What follows belongs to an exercise in optimizing a design on an open flow for small area, a short achievable clock period and few clock cycles; a production flow would make more cautious choices. Only simulation tests tie the RTL to the original design; equivalence was not proved. Power figures rest on the tool's default switching activity, not on a simulated workload.

[flow/run.sh]
#!/bin/bash
# synth_recipe.tcl (not shown) runs the flow's synth.tcl, then flattens the netlist and writes it again
# the make line also repeats each setting of config.mk as NAME=value (left out here)
make -C /OpenROAD-flow-scripts/flow DESIGN_CONFIG=/design/flow/config.mk WORK_HOME=/design/flow/orfs CLKGATE_MAP_FILE= SYNTH_SCRIPT=/design/flow/synth_recipe.tcl finish
[flow/config.mk]
export PLATFORM = sky130hd
export DESIGN_NAME = core
export DESIGN_NICKNAME = core
export VERILOG_FILES = /design/flow/design.v
export SDC_FILE = /design/flow/constraint.sdc
export NUM_CORES = 8
export LEC_CHECK = 0
export CAP_MARGIN = 20
export CORE_MARGIN = 2
export CORE_UTILIZATION = 40
export SLEW_MARGIN = 20
[flow/constraint.sdc]
create_clock -name core_clock -period 10.0 [get_ports {clk}]
set_input_delay 2.0000 -clock core_clock [delete_from_list [all_inputs] [get_ports {clk}]]
set_output_delay 2.0000 -clock core_clock [all_outputs]
set_load 0.01 [all_outputs]
[flow/design.v]
package rv32i_types_pkg;
localparam DATA_WIDTH = 32;
typedef enum logic [1:0]
{
    MUX_F_A_RS1_DATA_D,
    MUX_F_A_ALU_RESULT_M,
    MUX_F_A_ALU_RESULT_W,
    MUX_F_A_NONE
} mux_forward_A_enum;
typedef enum logic [1:0]
{
    MUX_F_B_RS2_DATA_D,
    MUX_F_B_ALU_RESULT_M,
    MUX_F_B_ALU_RESULT_W,
    MUX_F_B_NONE
} mux_forward_B_enum;
typedef enum logic
{
    MUX_ALU_OPERAND_A_RS1,
    MUX_ALU_OPERAND_A_PC
} mux_ALU_operand_A_enum;
typedef enum logic
{
    MUX_ALU_OPERAND_B_RS2,
    MUX_ALU_OPERAND_B_IMMEDIATE
} mux_ALU_operand_B_enum;
typedef enum logic [2:0]
{
    COND_EQUALS,
    COND_NOT_EQUALS,
    COND_LOWER,
    COND_GREATER_OR_EQUAL,
    COND_LOWER_UNSIGNED,
    COND_GREATER_OR_EQUAL_UNSIGNED,
    COND_NONE
} cond_code_enum;
typedef enum logic [3:0]
{
    ALU_ADD,
    ALU_SUB,
    ALU_XOR,
    ALU_OR,
    ALU_AND,
    ALU_SLL,
    ALU_SRL,
    ALU_SRA,
    ALU_SLT,
    ALU_SLTU,
    ALU_OPERAND_A,
    ALU_OPERAND_B,
    ALU_NONE
} ALU_op_enum;
typedef enum logic [2:0]
{
    WT_BYTE,                
    WT_HALF_WORD,           
    WT_WORD,               
    WT_BYTE_UNSIGNED,       
    WT_HALF_WORD_UNSIGNED   
} width_type_enum;
typedef enum logic [1:0]
{
    MUX_WB_ALU,
    MUX_WB_MEMORY,
    MUX_WB_PC_PLUS_4,
    MUX_WB_NONE
} mux_writeback_enum;
typedef struct packed
{
    logic [DATA_WIDTH-1:0] instruction_F;
    logic [DATA_WIDTH-1:0] PC_F;
    logic [DATA_WIDTH-1:0] PC_plus_4_F;
} pipe_FD_bus_t;
typedef struct packed
{
    logic [31:0] instruction_D;
        logic jump;
        logic i_jump;
        logic branch;
        cond_code_enum cond_code;
        mux_ALU_operand_A_enum mux_ALU_operand_A_select;
        mux_ALU_operand_B_enum mux_ALU_operand_B_select;
        ALU_op_enum ALU_op;
        logic memory_transaction;
        logic mem_write;
        width_type_enum width_type;
        logic reg_write;
        mux_writeback_enum mux_writeback_select;
        logic [4:0] rs1_addr;
        logic [4:0] rs2_addr;
        logic [4:0] rd_addr;
    logic [31:0] rs1_data_D;
    logic [31:0] rs2_data_D;
    logic [31:0] immediate_D;
    logic [31:0] PC_D;
    logic [31:0] PC_plus_4_D;
} DE_pipe_bus_t;
typedef struct packed
{
        logic memory_transaction;
        logic mem_write;
        width_type_enum width_type;
        logic reg_write;
        mux_writeback_enum mux_writeback_select;
        logic [4:0] rd_addr;
    logic [31:0] ALU_result_E;
    logic [31:0] store_data_E;
    logic [31:0] PC_plus_4_E;
} EM_pipe_bus_t;
typedef struct packed
{
    logic reg_write;
    logic [4:0] rd_addr;
    logic [31:0] result_M;
} MW_pipe_bus_t;
endpackage
module mux_generic
#(
    parameter int unsigned CHANNELS_COUNT = 4,
    parameter int unsigned CHANNELS_WIDTH = 8
)
(
	input logic [$clog2(CHANNELS_COUNT)-1:0] select,
	input logic [CHANNELS_COUNT-1:0][CHANNELS_WIDTH-1:0] channels,
	output logic [CHANNELS_WIDTH-1:0] channel_out
);
initial begin
    if (CHANNELS_COUNT < 2) $fatal("multiplexer_mxn: CHANNELS_COUNT must be >= 2 (got %0d)", CHANNELS_COUNT);
    if (CHANNELS_WIDTH < 1) $fatal("multiplexer_mxn: CHANNELS_WIDTH must be >= 1 (got %0d)", CHANNELS_WIDTH);
end
always_comb begin
    int unsigned sel;
    sel = select;
    if (sel < CHANNELS_COUNT) begin
        channel_out = channels[sel];
    end
    else begin
        channel_out = '0;
    end
end
endmodule
module dff_async_rst_n_en
#(
    parameter int unsigned WIDTH = 4
)
(
    input logic clk,
    input logic async_rst_n,
    input logic enabler,
    input logic [WIDTH-1:0] data,
    output logic [WIDTH-1:0] q
);
always_ff @(posedge clk, negedge async_rst_n)
begin
    if(!async_rst_n)
        q <= {WIDTH{1'b0}};
    else if (enabler)
        q <= data;
end
endmodule
module pipe
#(
    parameter int unsigned WIDTH = 32
)
(
        input logic clk,
        input logic async_rst_n,
        input logic sync_rst_n,
        input logic flush,
            input logic [WIDTH-1:0] d,
                output logic ready_out,  
                input logic valid_in,  
            output logic [WIDTH-1:0] q,
                input logic ready_in,  
                output logic valid_out  
);
    assign ready_out = ready_in || !valid_out;
    always_ff @(posedge clk or negedge async_rst_n) begin
        if (!async_rst_n) begin
            q <= '0;
            valid_out <= 1'b0;
        end
        else if (!sync_rst_n) begin
            q <= '0;
            valid_out <= 1'b0;
        end
        else if (flush) begin
            q <= '0;
            valid_out <= 1'b0;
        end
        else begin
            if (ready_in && valid_out) valid_out <= 1'b0;
            if (ready_out && valid_in) begin
                q <= d;
                valid_out <= 1'b1;
            end
        end
    end
endmodule
module regfile
#(
    parameter int unsigned DATA_WIDTH = 32,
    parameter int unsigned ADDR_WIDTH = 5
)
(
    input logic clk,
    input logic async_rst_n,
    input logic write_enable,
    input logic [ADDR_WIDTH-1:0] write_addr,
    input logic [DATA_WIDTH-1:0] write_data,
    input logic [ADDR_WIDTH-1:0] rs1_addr,
    input logic [ADDR_WIDTH-1:0] rs2_addr,
    output logic [DATA_WIDTH-1:0] rs1_data,
    output logic [DATA_WIDTH-1:0] rs2_data
);
localparam int unsigned POSSIBLE_REG_COUNT = 2**ADDR_WIDTH;
localparam int unsigned REAL_REG_COUNT = POSSIBLE_REG_COUNT - 1;  
logic [REAL_REG_COUNT-1:0][DATA_WIDTH-1:0] rf;
integer i;
always_ff @(negedge clk or negedge async_rst_n) begin
    if (!async_rst_n)begin
        for (i = 0; i < REAL_REG_COUNT; i = i + 1) begin
            rf[i] <= '0;
        end
    end
    else begin
        if (write_enable && (write_addr != '0)) begin
            rf[write_addr - 1] <= write_data;
        end
    end
end
assign rs1_data = (rs1_addr != '0) ? rf[rs1_addr - 1] : '0;
assign rs2_data = (rs2_addr != '0) ? rf[rs2_addr - 1] : '0;
endmodule
import rv32i_types_pkg::*;
module ALU
#(
    parameter DATA_WIDTH = 32
)
(
        input rv32i_types_pkg::ALU_op_enum ALU_op,
        input logic [DATA_WIDTH-1:0] A,
        input logic [DATA_WIDTH-1:0] B,
        output logic [DATA_WIDTH-1:0] ALU_result
);
    always_comb begin
        ALU_result = '0;
        unique case (ALU_op)
            ALU_ADD:        ALU_result = A + B;
            ALU_SUB:        ALU_result = A - B;
            ALU_XOR:        ALU_result = A ^ B;
            ALU_OR:         ALU_result = A | B;
            ALU_AND:        ALU_result = A & B;
            ALU_SLL:        ALU_result = A << B[$clog2(DATA_WIDTH)-1:0];
            ALU_SRL:        ALU_result = $unsigned(A) >> B[$clog2(DATA_WIDTH)-1:0];
            ALU_SRA:        ALU_result = $signed(A) >>> B[$clog2(DATA_WIDTH)-1:0];
            ALU_SLT: begin
                if ($signed(A) < $signed(B))
                            ALU_result = {{(DATA_WIDTH-1){1'b0}}, 1'b1};
            end
            ALU_SLTU: begin
                if ($unsigned(A) < $unsigned(B))
                            ALU_result = {{(DATA_WIDTH-1){1'b0}}, 1'b1};
            end
            ALU_OPERAND_A:  ALU_result = A;
            ALU_OPERAND_B:  ALU_result = B;
            ALU_NONE:       ALU_result = '0;
            default:        ALU_result = '0;
        endcase
    end
endmodule
import rv32i_types_pkg::*;
module decode_stage
#(
    parameter DATA_WIDTH = 32
)
(
    input  logic clk,
    input  logic async_rst_n,
    input logic [4:0] rf_write_addr_W,
    input logic rf_write_enable_W,
    input logic [DATA_WIDTH-1:0] instruction,
    input logic [DATA_WIDTH-1:0] rf_write_data_W,
    input logic [DATA_WIDTH-1:0] PC_D,
    output logic jump_D,
    output logic i_jump_D,
    output logic branch_D,
    output rv32i_types_pkg::cond_code_enum cond_code_D,
    output rv32i_types_pkg::mux_ALU_operand_A_enum mux_ALU_operand_A_select_D,
    output rv32i_types_pkg::mux_ALU_operand_B_enum mux_ALU_operand_B_select_D,
    output rv32i_types_pkg::ALU_op_enum ALU_op_D,
    output logic memory_transaction_D,
    output logic mem_write_D,
    output rv32i_types_pkg::width_type_enum width_type_D,
    output logic reg_write_D,
    output rv32i_types_pkg::mux_writeback_enum mux_writeback_select_D,
    output logic [4:0] rs1_addr_D,
    output logic [4:0] rs2_addr_D,
    output logic [4:0] rd_addr_D,
    output logic [DATA_WIDTH-1:0]    rs1_data_D,
    output logic [DATA_WIDTH-1:0]    rs2_data_D,
    output logic [DATA_WIDTH-1:0]    immediate_D,
    output logic [DATA_WIDTH-1:0]    predicted_PC_addr_D
);
    typedef enum logic [2:0]
    {
        IMM_I       = 3'd0,
        IMM_S       = 3'd1,
        IMM_B       = 3'd2,
        IMM_U       = 3'd3,
        IMM_J       = 3'd4,
        IMM_NONE    = 3'd7
    } immediate_enum;
    immediate_enum immediate_type;
    typedef enum logic [6:0]
    {
        OPCODE_R       = 7'b0110011,
        OPCODE_I_ALU   = 7'b0010011,
        OPCODE_I_LOAD  = 7'b0000011,
        OPCODE_S       = 7'b0100011,
        OPCODE_B       = 7'b1100011,
        OPCODE_J       = 7'b1101111,
        OPCODE_I_JUMP  = 7'b1100111,
        OPCODE_U       = 7'b0110111,
        OPCODE_U_PC    = 7'b0010111
    } opcode_enum;
    opcode_enum opcode;
    logic [2:0] funct3;
    logic [6:0] funct7;
    assign opcode = opcode_enum'(instruction[6:0]);
    assign rd_addr_D = instruction[11:7];
    assign funct3 = instruction[14:12];
    assign rs1_addr_D = instruction[19:15];
    assign rs2_addr_D = instruction[24:20];
    assign funct7 = instruction[31:25];
    always_comb begin
        unique case (opcode)  
            OPCODE_R: begin
                immediate_type = IMM_NONE;
                jump_D = 0;
                i_jump_D = 0;
                branch_D = 0;
                mux_ALU_operand_A_select_D = MUX_ALU_OPERAND_A_RS1;
                mux_ALU_operand_B_select_D = MUX_ALU_OPERAND_B_RS2;
                memory_transaction_D = 0;
                mem_write_D = 0;
                reg_write_D = 1;
            end
            OPCODE_I_ALU: begin
                immediate_type = IMM_I;
                jump_D = 0;
                i_jump_D = 0;
                branch_D = 0;
                mux_ALU_operand_A_select_D = MUX_ALU_OPERAND_A_RS1;
                mux_ALU_operand_B_select_D = MUX_ALU_OPERAND_B_IMMEDIATE;
                memory_transaction_D = 0;
                mem_write_D = 0;
                reg_write_D = 1;
            end
            OPCODE_I_LOAD: begin
                immediate_type = IMM_I;
                jump_D = 0;
                i_jump_D = 0;
                branch_D = 0;
                mux_ALU_operand_A_select_D = MUX_ALU_OPERAND_A_RS1;
                mux_ALU_operand_B_select_D = MUX_ALU_OPERAND_B_IMMEDIATE;
                memory_transaction_D = 1;
                mem_write_D = 0;
                reg_write_D = 1;
            end
            OPCODE_S: begin
                immediate_type = IMM_S;
                jump_D = 0;
                i_jump_D = 0;
                branch_D = 0;
                mux_ALU_operand_A_select_D = MUX_ALU_OPERAND_A_RS1;
                mux_ALU_operand_B_select_D = MUX_ALU_OPERAND_B_IMMEDIATE;
                memory_transaction_D = 1;
                mem_write_D = 1;
                reg_write_D = 0;
            end
            OPCODE_B: begin
                immediate_type = IMM_B;
                jump_D = 0;
                i_jump_D = 0;
                branch_D = 1;
                mux_ALU_operand_A_select_D = MUX_ALU_OPERAND_A_PC;
                mux_ALU_operand_B_select_D = MUX_ALU_OPERAND_B_IMMEDIATE;
                memory_transaction_D = 0;
                mem_write_D = 0;
                reg_write_D = 0;
            end
            OPCODE_J: begin
                immediate_type = IMM_J;
                jump_D = 1;
                i_jump_D = 0;
                branch_D = 0;
                mux_ALU_operand_A_select_D = MUX_ALU_OPERAND_A_PC;
                mux_ALU_operand_B_select_D = MUX_ALU_OPERAND_B_IMMEDIATE;
                memory_transaction_D = 0;
                mem_write_D = 0;
                reg_write_D = 1;
            end
            OPCODE_I_JUMP: begin
                immediate_type = IMM_I;
                jump_D = 0;
                i_jump_D = 1;
                branch_D = 0;
                mux_ALU_operand_A_select_D = MUX_ALU_OPERAND_A_RS1;
                mux_ALU_operand_B_select_D = MUX_ALU_OPERAND_B_IMMEDIATE;
                memory_transaction_D = 0;
                mem_write_D = 0;
                reg_write_D = 1;
            end
            OPCODE_U: begin
                immediate_type = IMM_U;
                jump_D = 0;
                i_jump_D = 0;
                branch_D = 0;
                mux_ALU_operand_A_select_D = MUX_ALU_OPERAND_A_RS1;
                mux_ALU_operand_B_select_D = MUX_ALU_OPERAND_B_IMMEDIATE;
                memory_transaction_D = 0;
                mem_write_D = 0;
                reg_write_D = 1;
            end
            OPCODE_U_PC: begin
                immediate_type = IMM_U;
                jump_D = 0;
                i_jump_D = 0;
                branch_D = 0;
                mux_ALU_operand_A_select_D = MUX_ALU_OPERAND_A_PC;
                mux_ALU_operand_B_select_D = MUX_ALU_OPERAND_B_IMMEDIATE;
                memory_transaction_D = 0;
                mem_write_D = 0;
                reg_write_D = 1;
            end
            default: begin
                immediate_type = IMM_NONE;
                jump_D = 0;
                i_jump_D = 0;
                branch_D = 0;
                mux_ALU_operand_A_select_D = MUX_ALU_OPERAND_A_RS1;
                mux_ALU_operand_B_select_D = MUX_ALU_OPERAND_B_RS2;
                memory_transaction_D = 0;
                mem_write_D = 0;
                reg_write_D = 0;
            end
        endcase
    end
    always_comb begin
        unique case (opcode)
            OPCODE_R: begin
                unique case ({funct3, funct7})
                    {3'h0, 7'h0}:   ALU_op_D = ALU_ADD;
                    {3'h0, 7'h20}:  ALU_op_D = ALU_SUB;
                    {3'h4, 7'h0}:   ALU_op_D = ALU_XOR;
                    {3'h6, 7'h0}:   ALU_op_D = ALU_OR;
                    {3'h7, 7'h0}:   ALU_op_D = ALU_AND;
                    {3'h1, 7'h0}:   ALU_op_D = ALU_SLL;
                    {3'h5, 7'h0}:   ALU_op_D = ALU_SRL;
                    {3'h5, 7'h20}:  ALU_op_D = ALU_SRA;
                    {3'h2, 7'h0}:   ALU_op_D = ALU_SLT;
                    {3'h3, 7'h0}:   ALU_op_D = ALU_SLTU;
                    default:        ALU_op_D = ALU_ADD;
                endcase
            end
            OPCODE_I_ALU: begin
                ALU_op_D = ALU_ADD;  
                unique case (funct3)
                    3'h0:   ALU_op_D = ALU_ADD;
                    3'h4:   ALU_op_D = ALU_XOR;
                    3'h6:   ALU_op_D = ALU_OR;
                    3'h7:   ALU_op_D = ALU_AND;
                    3'h1: begin
                        if (funct7 == 7'h0)
                            ALU_op_D = ALU_SLL;
                    end
                    3'h5: begin
                        if (funct7 == 7'h0)
                            ALU_op_D = ALU_SRL;
                        else if (funct7 == 7'h20)
                            ALU_op_D = ALU_SRA;
                    end    
                    3'h2:       ALU_op_D = ALU_SLT;
                    3'h3:       ALU_op_D = ALU_SLTU;
                    default:    ALU_op_D = ALU_ADD;
                endcase
            end
            OPCODE_U: ALU_op_D = ALU_OPERAND_B;
            OPCODE_U_PC: ALU_op_D = ALU_ADD;
            default: ALU_op_D = ALU_ADD;
        endcase
    end
    always_comb begin
        unique case ({opcode, funct3})
            {OPCODE_B, 3'h0}: cond_code_D = COND_EQUALS;
            {OPCODE_B, 3'h1}: cond_code_D = COND_NOT_EQUALS;
            {OPCODE_B, 3'h4}: cond_code_D = COND_LOWER;
            {OPCODE_B, 3'h5}: cond_code_D = COND_GREATER_OR_EQUAL;
            {OPCODE_B, 3'h6}: cond_code_D = COND_LOWER_UNSIGNED;
            {OPCODE_B, 3'h7}: cond_code_D = COND_GREATER_OR_EQUAL_UNSIGNED;
            default: cond_code_D          = COND_NONE;
        endcase
    end
    always_comb begin
        unique case (immediate_type)
            IMM_I:      immediate_D = { {20{instruction[31]}}, instruction[31:20] };
            IMM_S:      immediate_D = {{20{instruction[31]}}, instruction[31:25], instruction[11:7] };
            IMM_B:      immediate_D = { {19{instruction[31]}}, instruction[31], instruction[7], instruction[30:25], instruction[11:8] , 1'b0 };
            IMM_U:      immediate_D = { instruction[31:12], 12'b0 };
            IMM_J:      immediate_D = { {11{instruction[31]}}, instruction[31], instruction[19:12], instruction[20], instruction[30:21], 1'b0 };
            IMM_NONE:   immediate_D = '0;
            default:    immediate_D = '0;
        endcase
    end
    always_comb begin
        unique case (opcode)
            OPCODE_I_LOAD:      mux_writeback_select_D = MUX_WB_MEMORY;
            OPCODE_J:           mux_writeback_select_D = MUX_WB_PC_PLUS_4;
            OPCODE_I_JUMP: begin
                unique case (funct3)
                    3'h0:       mux_writeback_select_D = MUX_WB_PC_PLUS_4;
                    default:    mux_writeback_select_D = MUX_WB_ALU;
                endcase
            end
            default:            mux_writeback_select_D = MUX_WB_ALU;
        endcase
    end
    always_comb begin
        unique case ({opcode, funct3})
            {OPCODE_I_LOAD, 3'h0}:  width_type_D = WT_BYTE;
            {OPCODE_I_LOAD, 3'h1}:  width_type_D = WT_HALF_WORD;
            {OPCODE_I_LOAD, 3'h2}:  width_type_D = WT_WORD;
            {OPCODE_I_LOAD, 3'h4}:  width_type_D = WT_BYTE_UNSIGNED;
            {OPCODE_I_LOAD, 3'h5}:  width_type_D = WT_HALF_WORD_UNSIGNED;
            {OPCODE_S, 3'h0}:       width_type_D = WT_BYTE;
            {OPCODE_S, 3'h1}:       width_type_D = WT_HALF_WORD;
            {OPCODE_S, 3'h2}:       width_type_D = WT_WORD;
            default:                width_type_D = WT_WORD;
        endcase
    end
    regfile
    #(
        .DATA_WIDTH(DATA_WIDTH),
        .ADDR_WIDTH(5)
    )
    rf
    (
        .clk(clk),
        .async_rst_n(async_rst_n),
        .write_enable(rf_write_enable_W),
        .write_addr(rf_write_addr_W),
        .write_data(rf_write_data_W),
        .rs1_addr(rs1_addr_D),
        .rs2_addr(rs2_addr_D),
        .rs1_data(rs1_data_D),
        .rs2_data(rs2_data_D)
    );
    assign predicted_PC_addr_D = PC_D + immediate_D;
endmodule
module fetch_stage
#(
    parameter PC_WIDTH = 32
)
(
    input  logic                     clk,
    input  logic                     async_rst_n,
    input logic [1:0] PC_source_E,
    input logic enable_fetch,
    input logic prediction_source_D,
    input logic [PC_WIDTH-1:0]    PC_plus_4_E,
    input logic [PC_WIDTH-1:0]    ALU_result_E,
    input logic [PC_WIDTH-1:0]    predicted_PC_D,
    output logic [PC_WIDTH-1:0]    PC_F,
    output logic [PC_WIDTH-1:0]    PC_plus_4_F
);
    logic [PC_WIDTH-1:0] mux_PC_source_out;
    logic [PC_WIDTH-1:0] reg_PC_out;
    mux_generic
    #(
        .CHANNELS_COUNT(4),
        .CHANNELS_WIDTH(PC_WIDTH)
    )
    mux_PC_source
    (
        .select(PC_source_E),
        .channels
        (
            {
                '0,              
                ALU_result_E,    
                PC_plus_4_E,     
                PC_plus_4_F      
            }
        ),
        .channel_out(mux_PC_source_out)
    );
    dff_async_rst_n_en
    #(
        .WIDTH(PC_WIDTH)
    )
    reg_PC
    (
        .clk(clk),
        .async_rst_n(async_rst_n),
        .enabler(enable_fetch),
        .data(mux_PC_source_out),
        .q(reg_PC_out)
    );
    mux_generic
    #(
        .CHANNELS_COUNT(2),
        .CHANNELS_WIDTH(PC_WIDTH)
    )
    mux_predictor
    (
        .select(prediction_source_D),
        .channels
        (
            {
                predicted_PC_D,  
                reg_PC_out       
            }
        ),
        .channel_out(PC_F)
    );
    assign PC_plus_4_F = PC_F + 4;
endmodule
import rv32i_types_pkg::*;
module execute_stage
#(
    parameter DATA_WIDTH = 32
)
(
            input logic jump_E,
            input logic i_jump_E,
            input logic branch_E,
            input rv32i_types_pkg::ALU_op_enum ALU_op_E,
            input rv32i_types_pkg::cond_code_enum cond_code_E,
            input rv32i_types_pkg::mux_forward_A_enum mux_forward_A_select_E,
            input rv32i_types_pkg::mux_forward_B_enum mux_forward_B_select_E,
            input rv32i_types_pkg::mux_ALU_operand_A_enum mux_ALU_operand_A_select_E,
            input rv32i_types_pkg::mux_ALU_operand_B_enum mux_ALU_operand_B_select_E,        
            input logic [DATA_WIDTH-1:0] rs1_data_E,
            input logic [DATA_WIDTH-1:0] rs2_data_E,
            input logic [DATA_WIDTH-1:0] ALU_result_M,
            input logic [DATA_WIDTH-1:0] ALU_result_W,
            input logic [DATA_WIDTH-1:0] PC_E,
            input logic [DATA_WIDTH-1:0] immediate_E,
        output logic [1:0] PC_source_E,
        output logic fk_go_back_E,
        output logic [DATA_WIDTH-1:0] ALU_result_E,
        output logic [DATA_WIDTH-1:0] mux_forward_B_out_E
);
    logic [DATA_WIDTH-1:0] mux_forward_A_out_E;
    always_comb begin
        unique case (mux_forward_A_select_E)
            MUX_F_A_RS1_DATA_D:     mux_forward_A_out_E = rs1_data_E;
            MUX_F_A_ALU_RESULT_M:   mux_forward_A_out_E = ALU_result_M;
            MUX_F_A_ALU_RESULT_W:   mux_forward_A_out_E = ALU_result_W;
            MUX_F_A_NONE:           mux_forward_A_out_E = '0;
            default:                mux_forward_A_out_E = '0;
        endcase
    end
    always_comb begin
        unique case (mux_forward_B_select_E)
            MUX_F_B_RS2_DATA_D:     mux_forward_B_out_E = rs2_data_E;
            MUX_F_B_ALU_RESULT_M:   mux_forward_B_out_E = ALU_result_M;
            MUX_F_B_ALU_RESULT_W:   mux_forward_B_out_E = ALU_result_W;
            MUX_F_B_NONE:           mux_forward_B_out_E = '0;
            default:                mux_forward_B_out_E = '0;
        endcase
    end
    logic [DATA_WIDTH-1:0] mux_ALU_operand_A_out;
    always_comb begin
        unique case (mux_ALU_operand_A_select_E)
            MUX_ALU_OPERAND_A_RS1:  mux_ALU_operand_A_out = mux_forward_A_out_E;
            MUX_ALU_OPERAND_A_PC:   mux_ALU_operand_A_out = PC_E;
            default:                mux_ALU_operand_A_out = mux_forward_A_out_E;
        endcase
    end
    logic [DATA_WIDTH-1:0] mux_ALU_operand_B_out;
    always_comb begin
        unique case (mux_ALU_operand_B_select_E)
            MUX_ALU_OPERAND_B_RS2:          mux_ALU_operand_B_out = mux_forward_B_out_E;
            MUX_ALU_OPERAND_B_IMMEDIATE:    mux_ALU_operand_B_out = immediate_E;
            default:                        mux_ALU_operand_B_out = mux_forward_B_out_E;
        endcase
    end
    logic cmp_taken;
    always_comb begin
        cmp_taken = 1'b0;
        unique case (cond_code_E)
            COND_EQUALS: begin
                if (mux_forward_A_out_E == mux_forward_B_out_E)
                    cmp_taken = 1'b1;
            end
            COND_NOT_EQUALS: begin
                if (mux_forward_A_out_E != mux_forward_B_out_E)
                    cmp_taken = 1'b1;
            end
            COND_LOWER: begin
                if ($signed(mux_forward_A_out_E) < $signed(mux_forward_B_out_E))
                    cmp_taken = 1'b1;
            end
            COND_GREATER_OR_EQUAL: begin
                if ($signed(mux_forward_A_out_E) >= $signed(mux_forward_B_out_E))
                    cmp_taken = 1'b1;
            end
            COND_LOWER_UNSIGNED: begin
                if ($unsigned(mux_forward_A_out_E) < $unsigned(mux_forward_B_out_E))
                    cmp_taken = 1'b1;
            end
            COND_GREATER_OR_EQUAL_UNSIGNED: begin
                if ($unsigned(mux_forward_A_out_E) >= $unsigned(mux_forward_B_out_E))
                    cmp_taken = 1'b1;
            end
            COND_NONE: begin
                    cmp_taken = 1'b0;
            end
            default: cmp_taken = 1'b0;
        endcase
    end
    always_comb begin
        PC_source_E = 2'b00;
        if (i_jump_E)                       PC_source_E = 2'b10;  
        else if (branch_E && !cmp_taken)    PC_source_E = 2'b01;  
    end
    assign fk_go_back_E = PC_source_E != 2'b00;  
    ALU
    #(
        .DATA_WIDTH(32)
    )
    alu
    (
            .ALU_op(ALU_op_E),
            .A(mux_ALU_operand_A_out),
            .B(mux_ALU_operand_B_out),
            .ALU_result(ALU_result_E)
    );
endmodule
import rv32i_types_pkg::*;
module memory_stage
#(
    parameter DATA_WIDTH = 32
)
(
            input logic memory_transaction_M,
            input logic mem_write_M,
            input rv32i_types_pkg::width_type_enum width_type_M,
            input rv32i_types_pkg::mux_writeback_enum mux_writeback_select_M,
            input logic [DATA_WIDTH-1:0] ALU_result_M,
            input logic [DATA_WIDTH-1:0] store_data_M,
            input logic [DATA_WIDTH-1:0] PC_plus_4_M,
            input logic [DATA_WIDTH-1:0] data_from_dmem,
            output logic write_enable,
            output logic [DATA_WIDTH-1:0] addr,
            output logic [DATA_WIDTH-1:0] data_to_dmem,
            output logic [3:0] byte_enablers,
            output logic [DATA_WIDTH-1:0] result_M,
            output logic [DATA_WIDTH-1:0] forward_M
);
    assign addr = ALU_result_M;
    assign write_enable = memory_transaction_M && mem_write_M;
    always_comb begin
        data_to_dmem = store_data_M;
        byte_enablers = 4'b0000;
        unique case (width_type_M)
            WT_BYTE: begin
                data_to_dmem = {4{store_data_M[7:0]}};
                byte_enablers = 4'b0001 << ALU_result_M[1:0];
            end
            WT_HALF_WORD: begin
                data_to_dmem = {2{store_data_M[15:0]}};
                byte_enablers = ALU_result_M[1] ? 4'b1100 : 4'b0011;
            end
            default: begin
                data_to_dmem = store_data_M;
                byte_enablers = 4'b1111;
            end
        endcase
        if (!write_enable) byte_enablers = 4'b0000;
    end
    logic [7:0] load_byte;
    logic [15:0] load_half;
    logic [DATA_WIDTH-1:0] load_data;
    always_comb begin
        load_byte = data_from_dmem[8*ALU_result_M[1:0] +: 8];
        load_half = ALU_result_M[1] ? data_from_dmem[31:16] : data_from_dmem[15:0];
        unique case (width_type_M)
            WT_BYTE:                load_data = {{24{load_byte[7]}}, load_byte};
            WT_HALF_WORD:           load_data = {{16{load_half[15]}}, load_half};
            WT_BYTE_UNSIGNED:       load_data = {24'b0, load_byte};
            WT_HALF_WORD_UNSIGNED:  load_data = {16'b0, load_half};
            default:                load_data = data_from_dmem;
        endcase
    end
    assign forward_M = (mux_writeback_select_M == MUX_WB_PC_PLUS_4) ? PC_plus_4_M : ALU_result_M;
    always_comb begin
        unique case (mux_writeback_select_M)
            MUX_WB_MEMORY:      result_M = load_data;
            MUX_WB_PC_PLUS_4:   result_M = PC_plus_4_M;
            default:            result_M = ALU_result_M;
        endcase
    end
endmodule
import rv32i_types_pkg::*;
module core
#(
    parameter PC_WIDTH = 32,
    parameter DATA_WIDTH = 32
)
(
        input logic clk,
        input logic async_rst_n,
        output logic [PC_WIDTH-1:0] PC_F,
        input logic [DATA_WIDTH-1:0] instruction,
        output logic write_enable,
        output logic [DATA_WIDTH-1:0] addr,  
        output logic [DATA_WIDTH-1:0] data_to_dmem,
        output logic [3:0] byte_enablers,
        input logic [DATA_WIDTH-1:0] data_from_dmem
);
        logic stall_D;       
        logic redirect_E;    
                logic [1:0] PC_source_E;
                logic prediction_source_D;
                logic [PC_WIDTH-1:0] PC_plus_4_E;
                logic [DATA_WIDTH-1:0] ALU_result_E;
                logic [PC_WIDTH-1:0] predicted_PC_D;
            logic [PC_WIDTH-1:0] PC_plus_4_F;
            fetch_stage
            #(
                .PC_WIDTH(PC_WIDTH)
            )
            fetch_stage_i
            (
                    .clk(clk),
                    .async_rst_n(async_rst_n),
                    .PC_source_E(PC_source_E),
                    .enable_fetch(!stall_D || redirect_E),
                    .prediction_source_D(prediction_source_D),
                    .PC_plus_4_E(PC_plus_4_E),
                    .ALU_result_E({ALU_result_E[DATA_WIDTH-1:1], 1'b0}),  
                    .predicted_PC_D(predicted_PC_D),
                    .PC_F(PC_F),
                    .PC_plus_4_F(PC_plus_4_F)
            );
        rv32i_types_pkg::pipe_FD_bus_t pipe_FD_d;
        rv32i_types_pkg::pipe_FD_bus_t pipe_FD_q;
        logic pipe_FD_ready_out, pipe_FD_valid_out;
        assign pipe_FD_d.instruction_F = instruction;
        assign pipe_FD_d.PC_F = PC_F;
        assign pipe_FD_d.PC_plus_4_F = PC_plus_4_F;
        pipe
        #(
            .WIDTH($bits(pipe_FD_d))
        )
        pipe_FD_i
        (
            .clk(clk),
            .async_rst_n(async_rst_n),
            .sync_rst_n(1'b1),
            .flush(redirect_E),
            .d(pipe_FD_d),
            .ready_out(pipe_FD_ready_out),
            .valid_in(1'b1),
            .q(pipe_FD_q),
            .ready_in(!stall_D),
            .valid_out(pipe_FD_valid_out)
        );
            logic [4:0] rf_write_addr_W;
            logic rf_write_enable_W;
            logic [DATA_WIDTH-1:0] result_W;
        rv32i_types_pkg::DE_pipe_bus_t pipe_DE_d;
        rv32i_types_pkg::DE_pipe_bus_t pipe_DE_q;
        assign pipe_DE_d.instruction_D = pipe_FD_q.instruction_F;
        assign pipe_DE_d.PC_D = pipe_FD_q.PC_F;
        assign pipe_DE_d.PC_plus_4_D = pipe_FD_q.PC_plus_4_F;
        decode_stage
        #(
            .DATA_WIDTH(DATA_WIDTH)
        )
        decode_stage_i
        (
                .clk(clk),
                .async_rst_n(async_rst_n),
                .rf_write_addr_W(rf_write_addr_W),
                .rf_write_enable_W(rf_write_enable_W),
                .instruction(pipe_FD_q.instruction_F),
                .rf_write_data_W(result_W),
                .PC_D(pipe_FD_q.PC_F),
                .jump_D(pipe_DE_d.jump),
                .i_jump_D(pipe_DE_d.i_jump),
                .branch_D(pipe_DE_d.branch),
                .cond_code_D(pipe_DE_d.cond_code),
                .mux_ALU_operand_A_select_D(pipe_DE_d.mux_ALU_operand_A_select),
                .mux_ALU_operand_B_select_D(pipe_DE_d.mux_ALU_operand_B_select),
                .ALU_op_D(pipe_DE_d.ALU_op),
                .memory_transaction_D(pipe_DE_d.memory_transaction),
                .mem_write_D(pipe_DE_d.mem_write),
                .width_type_D(pipe_DE_d.width_type),
                .reg_write_D(pipe_DE_d.reg_write),
                .mux_writeback_select_D(pipe_DE_d.mux_writeback_select),
                .rs1_addr_D(pipe_DE_d.rs1_addr),
                .rs2_addr_D(pipe_DE_d.rs2_addr),
                .rd_addr_D(pipe_DE_d.rd_addr),
                .rs1_data_D(pipe_DE_d.rs1_data_D),
                .rs2_data_D(pipe_DE_d.rs2_data_D),
                .immediate_D(pipe_DE_d.immediate_D),
                .predicted_PC_addr_D(predicted_PC_D)
        );
        assign prediction_source_D = pipe_DE_d.jump || pipe_DE_d.branch;
        logic pipe_DE_ready_out, pipe_DE_valid_out;
        pipe
        #(
            .WIDTH($bits(pipe_DE_d))
        )
        pipe_DE_i
        (
            .clk(clk),
            .async_rst_n(async_rst_n),
            .sync_rst_n(1'b1),
            .flush(redirect_E || stall_D),
            .d(pipe_DE_d),
            .ready_out(pipe_DE_ready_out),
            .valid_in(1'b1),
            .q(pipe_DE_q),
            .ready_in(1'b1),
            .valid_out(pipe_DE_valid_out)
        );
        rv32i_types_pkg::mux_forward_A_enum mux_forward_A_select_E;
        rv32i_types_pkg::mux_forward_B_enum mux_forward_B_select_E;
        logic fk_go_back_E;
        logic [DATA_WIDTH-1:0] forward_M;
        logic [DATA_WIDTH-1:0] mux_forward_B_out_E;
        rv32i_types_pkg::EM_pipe_bus_t pipe_EM_d;
        rv32i_types_pkg::EM_pipe_bus_t pipe_EM_q;
        rv32i_types_pkg::MW_pipe_bus_t pipe_MW_d;
        rv32i_types_pkg::MW_pipe_bus_t pipe_MW_q;
        execute_stage
        #(
            .DATA_WIDTH(DATA_WIDTH)
        )
        execute_stage_i
        (
            .jump_E(pipe_DE_q.jump),
            .i_jump_E(pipe_DE_q.i_jump),
            .branch_E(pipe_DE_q.branch),
            .ALU_op_E(pipe_DE_q.ALU_op),
            .cond_code_E(pipe_DE_q.cond_code),
            .mux_forward_A_select_E(mux_forward_A_select_E),
            .mux_forward_B_select_E(mux_forward_B_select_E),
            .mux_ALU_operand_A_select_E(pipe_DE_q.mux_ALU_operand_A_select),
            .mux_ALU_operand_B_select_E(pipe_DE_q.mux_ALU_operand_B_select),
            .rs1_data_E(pipe_DE_q.rs1_data_D),
            .rs2_data_E(pipe_DE_q.rs2_data_D),
            .ALU_result_M(forward_M),
            .ALU_result_W(result_W),
            .PC_E(pipe_DE_q.PC_D),
            .immediate_E(pipe_DE_q.immediate_D),
            .PC_source_E(PC_source_E),
            .fk_go_back_E(fk_go_back_E),
            .ALU_result_E(ALU_result_E),
            .mux_forward_B_out_E(mux_forward_B_out_E)
        );
        assign redirect_E = fk_go_back_E;
        assign PC_plus_4_E = pipe_DE_q.PC_plus_4_D;
        always_comb begin
            mux_forward_A_select_E = MUX_F_A_RS1_DATA_D;
            if (pipe_EM_q.reg_write && (pipe_EM_q.rd_addr != '0) && (pipe_EM_q.rd_addr == pipe_DE_q.rs1_addr))
                mux_forward_A_select_E = MUX_F_A_ALU_RESULT_M;
            else if (pipe_MW_q.reg_write && (pipe_MW_q.rd_addr != '0) && (pipe_MW_q.rd_addr == pipe_DE_q.rs1_addr))
                mux_forward_A_select_E = MUX_F_A_ALU_RESULT_W;
        end
        always_comb begin
            mux_forward_B_select_E = MUX_F_B_RS2_DATA_D;
            if (pipe_EM_q.reg_write && (pipe_EM_q.rd_addr != '0) && (pipe_EM_q.rd_addr == pipe_DE_q.rs2_addr))
                mux_forward_B_select_E = MUX_F_B_ALU_RESULT_M;
            else if (pipe_MW_q.reg_write && (pipe_MW_q.rd_addr != '0) && (pipe_MW_q.rd_addr == pipe_DE_q.rs2_addr))
                mux_forward_B_select_E = MUX_F_B_ALU_RESULT_W;
        end
        assign stall_D = pipe_DE_q.memory_transaction && !pipe_DE_q.mem_write && pipe_DE_q.reg_write
                      && (pipe_DE_q.rd_addr != '0)
                      && ((pipe_DE_q.rd_addr == pipe_DE_d.rs1_addr) || (pipe_DE_q.rd_addr == pipe_DE_d.rs2_addr))
                      && !redirect_E;
        logic pipe_EM_ready_out, pipe_EM_valid_out;
        assign pipe_EM_d.memory_transaction = pipe_DE_q.memory_transaction;
        assign pipe_EM_d.mem_write = pipe_DE_q.mem_write;
        assign pipe_EM_d.width_type = pipe_DE_q.width_type;
        assign pipe_EM_d.reg_write = pipe_DE_q.reg_write;
        assign pipe_EM_d.mux_writeback_select = pipe_DE_q.mux_writeback_select;
        assign pipe_EM_d.rd_addr = pipe_DE_q.rd_addr;
        assign pipe_EM_d.ALU_result_E = ALU_result_E;
        assign pipe_EM_d.store_data_E = mux_forward_B_out_E;
        assign pipe_EM_d.PC_plus_4_E = pipe_DE_q.PC_plus_4_D;
        pipe
        #(
            .WIDTH($bits(pipe_EM_d))
        )
        pipe_EM_i
        (
            .clk(clk),
            .async_rst_n(async_rst_n),
            .sync_rst_n(1'b1),
            .flush(1'b0),
            .d(pipe_EM_d),
            .ready_out(pipe_EM_ready_out),
            .valid_in(1'b1),
            .q(pipe_EM_q),
            .ready_in(1'b1),
            .valid_out(pipe_EM_valid_out)
        );
        logic [DATA_WIDTH-1:0] result_M;
        memory_stage
        #(
            .DATA_WIDTH(DATA_WIDTH)
        )
        memory_stage_i
        (
            .memory_transaction_M(pipe_EM_q.memory_transaction),
            .mem_write_M(pipe_EM_q.mem_write),
            .width_type_M(pipe_EM_q.width_type),
            .mux_writeback_select_M(pipe_EM_q.mux_writeback_select),
            .ALU_result_M(pipe_EM_q.ALU_result_E),
            .store_data_M(pipe_EM_q.store_data_E),
            .PC_plus_4_M(pipe_EM_q.PC_plus_4_E),
            .data_from_dmem(data_from_dmem),
            .write_enable(write_enable),
            .addr(addr),
            .data_to_dmem(data_to_dmem),
            .byte_enablers(byte_enablers),
            .result_M(result_M),
            .forward_M(forward_M)
        );
        logic pipe_MW_ready_out, pipe_MW_valid_out;
        assign pipe_MW_d.reg_write = pipe_EM_q.reg_write;
        assign pipe_MW_d.rd_addr = pipe_EM_q.rd_addr;
        assign pipe_MW_d.result_M = result_M;
        pipe
        #(
            .WIDTH($bits(pipe_MW_d))
        )
        pipe_MW_i
        (
            .clk(clk),
            .async_rst_n(async_rst_n),
            .sync_rst_n(1'b1),
            .flush(1'b0),
            .d(pipe_MW_d),
            .ready_out(pipe_MW_ready_out),
            .valid_in(1'b1),
            .q(pipe_MW_q),
            .ready_in(1'b1),
            .valid_out(pipe_MW_valid_out)
        );
        assign rf_write_addr_W = pipe_MW_q.rd_addr;
        assign rf_write_enable_W = pipe_MW_q.reg_write;
        assign result_W = pipe_MW_q.result_M;
endmodule
==> notes.md <==
-- flip-flops by register name, summed over array words and instances (netlist names) --
signal and flops:
pipe_EM_i.q 109, pipe_FD_i.q 94, pipe_DE_i.q 192, pipe_FD_i.valid_out 1, pipe_MW_i.q 38, fetch_stage_i.reg_PC.q 32, decode_stage_i.rf.rf 992
-- per-stage QoR --
step / std cells / utilization
floorplan: 7378 / -
global placement: 9982 / 0.4270
detailed placement: 9982 / 0.4270
CTS: 10270 / 0.4519
global route: 10270 / 0.4521
finish: 10290 / 0.4522
-- layer usage --
layer / vias up / routed length (µm) / global-route usage
li1: 27310 / - / -
met1: 34340 / 135400 / 0.3980
met2: 2906 / 154500 / 0.4666
met3: 678 / 26140 / 0.06202
met4: 14 / 20370 / 0.1566
met5: - / 85 / 0
-- how the worst max path moves through the flow --
| stage | start | end | slack, ps | depth (start not counted) |
|---|---|---|---|---|
| final | pipe_MW_i.q[32]$_DFF_PN0_ | decode_stage_i.rf.rf[358]$_DFFE_NN0P_ | 250 | 17 |
| after global routing | pipe_MW_i.q[32]$_DFF_PN0_ | decode_stage_i.rf.rf[96]$_DFFE_NN0P_ | -3 | 19 |
| after CTS | pipe_FD_i.q[65]$_DFFE_PN0P_ | PC_F[31] | 180 | 16 |
| after detailed placement | pipe_MW_i.q[32]$_DFF_PN0_ | decode_stage_i.rf.rf[371]$_DFFE_NN0P_ | 360 | 18 |
| after global placement | pipe_MW_i.q[32]$_DFF_PN0_ | decode_stage_i.rf.rf[481]$_DFFE_NN0P_ | 110 | 20 |
| after floorplan | pipe_MW_i.q[32]$_DFF_PN0_ | decode_stage_i.rf.rf[482]$_DFFE_NN0P_ | 100 | 20 |
-- final cells by class --
type,count,area (µm²),share of cell area
Tap cell,2854,3571,0.03647
Clock inverter,61,767.0,0.007833
Timing Repair Buffer,440,4487,0.04582
Clock buffer,229,4616,0.04714
Antenna cell,14,35.03,0.0003578
Sequential cell,1458,36510,0.3728
Multi-Input combinational cell,5035,47200,0.4820
Inverter,195,739.5,0.007552
-- worst max-delay path, cell delays in order (launching register included) --
cell,delay (ps)
dfrtp_1,390
buf_4,210
nor2_1,140
xnor2_1,130
a21oi_1,90
or3b_2,460
inv_1,80
ha_1,240
nor4_1,350
nand3_1,120
nor3_1,190
a31oi_1,50
or3_1,380
or3_1,440
or3_4,410
nor2_4,200
buf_12,230
mux2_2,350
-- power by group through the flow --
| stage | sequential [mW] | clock, mW | combinational [mW] |
|---|---|---|---|
| 2_1_floorplan | 6.85 | 0 | 2.63 |
| 3_3_place_gp | 7.30 | 0 | 4.23 |
| 6_report | 7.27 | 6.08 | 4.35 |
| 3_5_place_dp | 7.31 | 0 | 4.26 |
| 5_1_grt | 7.30 | 6.43 | 4.59 |
| 4_1_cts | 7.23 | 6.17 | 4.28 |
-- cell usage in the layout (no fill, tap or decap), types with 66 or more instances in the layout --
cell / instances
xnor2_1: 73
nand3_1: 137
a31oi_1: 66
a211oi_1: 68
clkbuf_16: 162
and3_1: 114
mux2_2: 1068
nand2_1: 506
dfrtn_1: 992
nor2_1: 434
a21oi_1: 275
dfrtp_1: 453
ha_1: 172
buf_4: 214
clkdlybuf4s50_1: 165
mux2i_1: 260
inv_1: 185
o21ai_0: 306
nor3_1: 163
mux4_2: 581
-- logic make-up (layout without fill, tap and decap cells) --
logic type      after synthesis  in the layout  share of synthesized area
xor+xnor                    106            106                    0.01068
other cells                   0             14                          0
compound gates             1199           1199                    0.09056
fa+ha+maj                   179            179                    0.02603
buf+inv                     885            925                    0.04174
flops                      1458           1458                     0.4199
mux                        1941           1941                     0.3254
simple gates               1610           1610                    0.08568
==> results.cfg <==
[critical_path]
r2r_slack_ps = 250
crit_type = register to register
r2r-end = decode_stage_i.rf.rf[358]$_DFFE_NN0P_
crit_required_ps = 5580
r2r_cells = 17
cp_max_fo = 19
worstSetupEndpointType = register
cp-start-kind = register
worstPathArrival_ps = 5340
r2r-start = pipe_MW_i.q[32]$_DFF_PN0_

[timing]
relSlewSlack = 0.2036
whs_ps = 333.2
setup_tns_ps = 0
setup_slack_ps = 245.7
report.final.slew_viol_count = 0
finalSetupViolations = 0
fin_worst_skew_ps = 122.1
hold_viol = 0
worst_pin_slew_ps = 1187

[placement]
dp_slack_ps = 357.0
dpl.hpwl_um = 233900
gp_congestion = 1.007
placed_cell_area_um2 = 92460
numPortBuffers = 166

[yosys]
ys_ff_latch = 1458
syn-num-nets = 7623
async_flop_share = 1.000
synth_top_area_frac = 0.2857
synth.distinct_cells = 111
synth_flop_cell = dfrtn_1
netlist_instances = 7378
synth.area.top_cells = dfrtn_1, mux4_2, mux2_2
synth_warnings = 13
avgSynthCellArea_um2 = 11.78
synth-edff-count = 0
ys_seq_area_frac = 0.4199
synth_largest_area_cell = dfrtn_1
synth_area_um2 = 86890
synth_common_cells = mux2_2, dfrtn_1, mux4_2, nand2_1, dfrtp_1
synth_most_common_cell = mux2_2

[cts]
cts_setup_buffers = 0
ctsResizeCount = 0
cts_buffers = 160
ctsHoldBuffers = 0
clock_latency_ps = 840
cts_tree = built
cts_num_sinks = 1458
ctsHtreeMaxLevel = 4
clk_path_buf_depth = 3
clockRootBuffer = clkbuf_16
clkTransAtPathRegs_ps = 60

[route]
dr.pass1.iters = 8
drc = 0
routed_wl_um = 336500
ant_nets = 0
via_per_inst = 6.343
drtIter0Drc = 7175
routedWlPerCell_um = 32.72
vias = 65250

[status]
status = complete, no violations

[die]
std_cell_rows = 171
dieWidth_um = 470.1
io_pins = 167
dieArea_um2 = 221000
initial_core_util = 0.4013
core_area_um2 = 216500
die_h_um = 470.1

[worst_hold_path]
min_path_cells = 0
whs_endpoint = pipe_EM_i.q[102]$_DFF_PN0_
min_path_type = register to register
hold_path.startpoint = pipe_DE_i.q[176]$_DFF_PN0_

[power_and_ir_drop]
cellPowerDensity_nw_per_um2 = 180.7
netSwitchingFraction = 0.3500
power.total_mw = 17.70
peakVddDrop_v = 0.0001781
combPwrFrac = 0.246
power.internal_mw = 11.50
power.share.sequential = 0.411
p_switching_mw = 6.194
leakagePower_nw = 44.10
clock_power_share = 0.343

[finish]
nets = 7535
area_growth_syn_to_layout_pct = 12.69
nFillCells = 19770
drive_gt1_frac = 0.3187
final_cell_area_um2 = 97920

[grt]
antenna_found_initial = 28
grt_pass1_wl_um = 483800
grt_max_degree = 128
grt_pass1_vias = 64890
gr-total-overflow = 0
track_usage = 0.3007

[run]
max-cap-violations = 0
Testbench counts, summed over its fixed seeds: cycles 62,981.
